This design comes from an exercise in tuning for small area and a short achievable clock period on the open sky130 flow, not from production work.
Function was not checked in any run shown here: the RTL went through the layout flow alone.
Power figures rest on the tool's default switching activity, not on a simulated workload.

## flow/design.v (module list and top-level ports; edited modules follow where they fit)
// module logical: 88 lines
// module arithmetic: 151 lines
// module multiplier: 927 lines
// module ALU: 50 lines
module ALU(
input clk,
input [15:0] a, b,
input [3*8:0] op,
output [31:0] out
    );
  // ...
==> flow/flow/run.sh <==
#!/bin/bash
# Layout flow: the standard ORFS flow, with
#  - the generated multiplier and adder modules mapped gate for gate onto cells (flow/map_cells.py)
#    before synthesis, so Yosys keeps their adder structure as written;
#  - small port buffers and a timing-repair slack target.
set -euo pipefail
MARGIN=$(cat flow/margin.txt 2>/dev/null || echo 0)
BUF=$(cat flow/portbuf.txt 2>/dev/null || echo sky130_fd_sc_hd__buf_2)
python3 flow/map_cells.py design.v design_mapped.v > map_cells.log 2>&1
bash standard.sh "VERILOG_FILES=$PWD/design_mapped.v" "BUFFER_PORTS_ARGS=-buffer_cell $BUF" "SETUP_SLACK_MARGIN=$MARGIN" finish > standard.log 2>&1
==> flow/flow/map_cells.py <==
#!/usr/bin/env python3
"""Maps the generated modules of design.v (multiplier, arithmetic, logical) gate for gate onto sky130
cells before synthesis. In those modules each gate is one assign driving a net named KIND_N
(KIND_N_s / KIND_N_c for the sum and carry of an adder); KIND names the cell. Other lines are
kept; the multiplier's product register becomes dfxtp cells named as Yosys names them.
usage: map_cells.py design.v out.v"""
import re, sys

CELL = {
    'inv': ('inv_1', ['A'], ['Y']),
    'nand2': ('nand2_1', ['A', 'B'], ['Y']),
    'nor2': ('nor2_1', ['A', 'B'], ['Y']),
    'fa': ('fa_1', ['A', 'B', 'CIN'], ['SUM', 'COUT']),
    'ha': ('ha_1', ['A', 'B'], ['SUM', 'COUT']),
    'xor2': ('xor2_1', ['A', 'B'], ['X']),
    'xnor2': ('xnor2_1', ['A', 'B'], ['Y']),
    'a21oi': ('a21oi_1', ['A1', 'A2', 'B1'], ['Y']),
    'o21ai': ('o21ai_0', ['A1', 'A2', 'B1'], ['Y']),
    'a222oi': ('a222oi_1', ['A1', 'A2', 'B1', 'B2', 'C1', 'C2'], ['Y']),
    'a22oi': ('a22oi_1', ['A1', 'A2', 'B1', 'B2'], ['Y']),
    'nand3': ('nand3_1', ['A', 'B', 'C'], ['Y']),
    'and2': ('and2_1', ['A', 'B'], ['X']),
}
# drive strength by fanout inside the module: (fanout at least, cell)
SIZES = {
    'inv': [(4, 'inv_2'), (8, 'inv_4')],
    'nand2': [(4, 'nand2_2')],
    'nor2': [(4, 'nor2_2'), (8, 'nor2_4')],
    'a21oi': [(4, 'a21oi_2'), (8, 'a21oi_4')],
    'o21ai': [(3, 'o21ai_1'), (5, 'o21ai_2'), (9, 'o21ai_4')],
    'and2': [(4, 'and2_2'), (8, 'and2_4')],
}
IDENT = r'[A-Za-z_][A-Za-z0-9_]*(?:\s*\[\s*\d+\s*\])?'
GATE = re.compile(r'\s*assign\s+((' + '|'.join(CELL) + r')(?:X(\d+))?_(\d+)(?:_([sc]))?)\s*=\s*([^;]*);\s*$')


def map_module(mod):
    gates = {}
    out = []
    for line in mod.split('\n'):
        m = GATE.match(line)
        if not m:
            out.append(line)
            continue
        lhs, kind, size, idx, part, rhs = m.groups()
        ins = []
        for t in re.findall(IDENT, rhs):
            t = re.sub(r'\s+', '', t)
            if t not in ins:
                ins.append(t)
        e = gates.get(idx)
        if e is None:
            e = gates[idx] = {'kind': kind, 'size': size, 'ins': None, 'outs': {}, 'pos': len(out)}
            out.append(None)
        if part in (None, 's'):
            e['ins'] = ins
        e['outs'][part] = lhs
    fanout = {}
    for e in gates.values():
        for s in e['ins']:
            fanout[s] = fanout.get(s, 0) + 1
    for line in out:
        if line is not None and not line.lstrip().startswith('sky130'):
            for t in re.findall(IDENT, line):
                fanout[t] = fanout.get(t, 0) + 1
    for idx, e in gates.items():
        cell, ip, op = CELL[e['kind']]
        outs0 = list(e['outs'].values())
        fo = max(fanout.get(o, 0) for o in outs0)
        for lim, big in SIZES.get(e['kind'], []):
            if fo >= lim:
                cell = big
        if e['size']:
            cell = cell.rsplit('_', 1)[0] + '_' + e['size']
        assert len(e['ins']) == len(ip), (idx, e)
        outs = [e['outs'][None]] if None in e['outs'] else [e['outs']['s'], e['outs']['c']]
        pins = [f'.{p}({s})' for p, s in zip(ip, e['ins'])] + \
               [f'.{p}({s})' for p, s in zip(op, outs)]
        out[e['pos']] = f'sky130_fd_sc_hd__{cell} g{idx} (' + ', '.join(pins) + ');'
    text = '\n'.join(out)
    m = re.search(r'always\s*@\s*\(\s*posedge\s+clk\s*\)\s*C\s*<=\s*prod\s*;', text)
    if m:
        regs = '\n'.join(f'sky130_fd_sc_hd__dfxtp_1 \\C[{c}]$_DFF_P_  (.CLK(clk), .D(prod[{c}]), .Q(C[{c}]));'
                         for c in range(32))
        text = text[:m.start()] + regs + text[m.end():]
        text = re.sub(r'output\s+reg\s+\[31:0\]\s*C', 'output [31:0] C', text)
    return text, len(gates)


src = open(sys.argv[1]).read()
total = 0
for name in ('multiplier', 'arithmetic', 'logical'):
    m = re.search(r'module\s+' + name + r'\s*\(.*?\bendmodule\b', src, re.S)
    if m:
        text, n = map_module(m.group(0))
        src = src[:m.start()] + text + src[m.end():]
        total += n
open(sys.argv[2], 'w').write(src)
print(f'mapped {total} gates', file=sys.stderr)
==> flow/flow/margin.txt <==
13.9
==> flow/standard.sh <==
#!/bin/bash
# synth_recipe.tcl (not shown) runs the flow's synth.tcl, then flattens the netlist and writes it again
# the make line also repeats each setting of config.mk as NAME=value (left out here)
make -C /OpenROAD-flow-scripts/flow DESIGN_CONFIG=/design/flow/config.mk WORK_HOME=/design/flow/orfs CLKGATE_MAP_FILE= SYNTH_SCRIPT=/design/flow/synth_recipe.tcl "${@:-finish}"
==> flow/config.mk <==
export PLATFORM = sky130hd
export DESIGN_NAME = ALU
export DESIGN_NICKNAME = ALU
export VERILOG_FILES = /design/flow/design.v
export SDC_FILE = /design/flow/constraint.sdc
export NUM_CORES = 4
export LEC_CHECK = 0
export CAP_MARGIN = 20
export CORE_MARGIN = 2
export CORE_UTILIZATION = 40
export SLEW_MARGIN = 20
==> flow/constraint.sdc <==
create_clock -name core_clock -period 28.0 [get_ports {clk}]
set_input_delay 5.6000 -clock core_clock [delete_from_list [all_inputs] [get_ports {clk}]]
set_output_delay 5.6000 -clock core_clock [all_outputs]
set_load 0.01 [all_outputs]
==> summary.txt, run 1 <==
Pwr
  – Comb power frac: 0.415

Cells and area
  – Register area: 641 um2
  – Finished Core Util: 0.467
  – Biggest Area Class: multi-input combinational cells
  – #MultiIn Comb: 913
  – Clock-cell share of area: 0.0145
  – Number of flip-flops under the largest register name: 32
  – Inverter count: 45

Logic synthesis
  – Asr flop ratio synth: 0
  – Simple-gate portion of the synthesized area: 0.220
  – Synth top area share: 0.432

Drt
  – Iter 0 DRT Violations: 877
  – DRT Pass-1 Iters: 9
  – Antenna Nets Post-Route: 0

Clocking
  – CTS Buffer Depth: 2

Global routing
  – Gr busiest metal: met2
  – Met1 Track Usage GR: 0.344
  – Initial antenna violation count: 0

STA
  – Setup Viol. Count Final: 0
  – Fmax: 71.3 MHz
  – Post-layout min period: 14.03 ns

Run status
  – Outcome: complete, no violations

Placement
  – IO buf count: 89

Die
  – Die ar.: 24200 um2

Setup path
  – CP Max Fanout: 10
==> run 2, diff against run 1 <==
removed: flow/flow/margin.txt
==> summary.txt, run 2 <==
Run status
  – Outcome: complete, no violations

Clocking
  – CTS tree: built
  – PostCTS Resize Cnt: 0
  – Root Driver: clkbuf_16
  – # H-tree levels: 2
  – CTS Buffer Depth: 2 (unchanged)
  – Post-CTS Setup Bufs: 0
  – Clock Sinks: 32
  – Cts hold-fix bufs: 0
  – Clk pin slew, worst setup/hold paths: 0.06 ns
  – Total CTS buffers: 5

Setup path
  – Most common cell on crit path: a21oi_4
  – Critical path's top delay family: compound AO/OA/AOI/OAI gates
  – CP bufs+invs: 3
  – Crit path DAT: 8.77 ns
  – CP Max Fanout: 16 (+6)
  – CP Capture Type: output pin
  – Slowest stage delay, CP: 0.45 ns
  – CP required: 22.40 ns
  – Crit start category: primary input
  – Cells along the critical path: buf_2 -> inv_1 -> a21oi_4 -> xor2_1 -> xor2_1 -> a21oi_2 -> o21ai_0 -> a21oi_4 -> o21ai_1 -> a21oi_4 -> a222oi_1 -> nand3_1 -> buf_2
  – CP startpoint: op[0]
  – Slowest CP cell: xor2_1
  – Class of the most critical setup path: in -> out

Logic synthesis
  – Avg Cell Area, Syn: 9.10 um2
  – Most frequent cell after synthesis: nor2_1
  – Synth area leaders: fa_1 43%, nor2_1 11%, dfxtp_1 7.0%, xor2_1 6.5%, xnor2_1 4.7%
  – Yosys warning count: 0
  – Number of synthesized flops with an enable pin: 0
  – Prevailing post-synth register cell: dfxtp_1
  – Post-synth top area cell: fa_1
  – Synth top area share: 0.432 (unchanged)
  – Asr flop ratio synth: 0 (unchanged)
  – Post-Syn Area: 9180 um2
  – Syn Nets: 1280
  – Post-synth top cells: 278 x nor2_1, 198 x fa_1, 68 x xor2_1
  – Synthesized flop and latch total: 32
  – Post-synthesis sequential area ratio: 0.0698
  – Post-Syn Instances: 1008
  – Post-synth cell types: 49

Hold path
  – WHS Path Cells: 3
  – Worst hold path class: in -> reg
  – Hold EP: M.C[0]
  – Hold path start: a[0]

STA
  – Unrepaired setup endpoints after global routing: no
  – Fin. Hold Viols: 0
  – Setup Viol. Count Final: 0 (unchanged)
  – Worst rel slew slack: 0.338
  – Fmax: 69.6 MHz (-2.4%)
  – Setup TNS: 0 ns
  – Slew @ Worst Pin: 0.988 ns
  – Fin crit share: 0.513
  – Post-layout min period: 14.37 ns (+0.345 ns)
  – Fin. max-slew vios: 0

Placement
  – IO buf count: 89 (unchanged)
  – RePlAce Congestion: 0.929
  – Detailed placer's ending HPWL: 20600 um

Cells and area
  – Area delta synth->final: 9.73%
  – Most common cell after layout, fill and taps aside: nor2_1
  – Final nets: 1365
  – Top flop regs: M.C: 32 flops
  – Share of cells above drive strength 1: 0.160
  – Ant diodes: 0
  – Most frequent cells in the layout: 278 x nor2_1, 198 x fa_1, 89 x buf_2
  – Top reg by flops: M.C
  – Finished Core Util: 0.446 (-0.0213)
  – Number of flip-flops under the largest register name: 32 (unchanged)

Die
  – # rows: 55
  – Initial Util: 0.407
  – Height of the die: 155 um
  – # IOs: 90
  – Std-Cell Core Area: 22600 um2
  – Die ar.: 24200 um2 (unchanged)
  – DIE WIDTH: 155 um

Global routing
  – First-pass GRT wire length: 46600 um
  – Largest net degree at the start of global routing: 33
  – Final global-route overflow total: 0
  – Vias in the first global route: 8488
  – Initial antenna violation count: 0 (unchanged)
  – GR Util All Layers: 0.247

Drt
  – Antenna Nets Post-Route: 0 (unchanged)
  – Vias: 8041
  – Residual DRC: 0
  – Iter 0 DRT Violations: 858 (-2.2%)
  – Routed vias/inst: 5.84
  – Drt total wl: 28800 um
  – Routed wire per std cell: 20.9 um
  – DRT Pass-1 Iters: 13 (+4)

Pwr
  – Max VDD drop: 0.0196 mV
  – Pleak: 5.08 nW
  – Pwr dens: 16.1 nW/um2
  – Power after layout: 162 uW

Job
  – Max Cap Violations: 0
==> run 2: cell types whose count changed in the layout (fill, tap and decap cells not counted) <==
cell     change
a21oi_4      -1
o21ai_1      -1
o21ai_0      +2
buf_12       -3
xor2_1      +23
o21ai_4      -1
xor2_2      -23
a21oi_1      +1
buf_4       -30
==> run 2: worst max-delay path by stage <==
stage	slack [ns]	depth (start not counted)	to
after floorplan	13.98	7	out[0]
after global placement	13.75	13	out[15]
after detailed placement	13.66	13	out[15]
after CTS	13.66	13	out[15]
after global routing	13.39	13	out[12]
final	13.63	13	out[15]
==> run 2: cell families (layout without fill, tap and decap cells) <==
| group | count (synthesis) | count (layout) | share of synthesized area |
|---|---|---|---|
| simple gates | 445 | 445 | 0.220 |
| compound gates | 136 | 136 | 0.106 |
| fa+ha+maj | 214 | 214 | 0.454 |
| mux | 1 | 1 | 0.00109 |
| flops | 32 | 32 | 0.0698 |
| xor+xnor | 117 | 117 | 0.112 |
| buf+inv | 63 | 148 | 0.0375 |
==> run 2: per-layer routing <==
layer  GRT usage  wire [um]  up-vias
met5           0          0        -
met4      0.0494        600        0
met3      0.0468       2730       47
met2       0.406      13700      433
met1       0.344      11800     4035
li1            -          -     3526
==> run 2: cell type report <==
| class | instances | area, um2 |
|---|---|---|
| clock buffers | 7 | 153 |
| fillers | 2275 | 12500 |
| well taps | 285 | 357 |
| multi-input cells | 913 | 8210 |
| flip-flops and latches | 32 | 641 |
| repair buffers | 96 | 498 |
| inverters | 45 | 209 |
==> run 2: metrics by stage <==
| step | cells | setup WS [ns] | hold slack (ns) | instance area, um2 |
|---|---|---|---|---|
| 2_1_floorplan | 1008 | 13.98 | 5.76 | 9180 |
| 3_3_place_gp | 1371 | 13.75 | 6.09 | 9920 |
| 3_5_place_dp | 1371 | 13.66 | 6.09 | 9920 |
| 4_1_cts | 1378 | 13.66 | 5.80 | 10100 |
| 5_1_grt | 1378 | 13.39 | 5.83 | 10100 |
| 6_report | 1378 | 13.63 | 5.82 | 10100 |
==> run 2: power by group <==
part	switching (mW)	total, mW	internal, mW
sequential	0.00000000356	0.0455	0.0455
combinational	0.0404	0.0571	0.0167
clock	0.0220	0.0594	0.0374

afterwards: timing with drivers on the ports:
Ports are ideal in the flow. The routed layouts listed here were re-timed in OpenROAD. Step 1: set_driving_cell puts a clkbuf_16 on clk and a buf_2 on each other input, an assumption about the parent block. Step 2 moves the port delays by t, midway between the first and last clock arrival at a register: inputs arrive t later, outputs are due t later. That takes back most of the time a late clock gives input paths. a / b / c = ideal / step 1 / step 2; a / b = the first two.
run | shift t [ns] | slack for setup (ns) | worst setup path at the end
run 1 | 0.325 | 13.974 / 13.951 / 13.951 | input to output
run 2 | 0.325 | 13.629 / 13.603 / 13.603 | input to output
After both steps setup and hold are still met in every run listed. The setup slack of run 2, which loses most, moves by -0.026 ns with the drivers and by -0.026 ns with both steps.
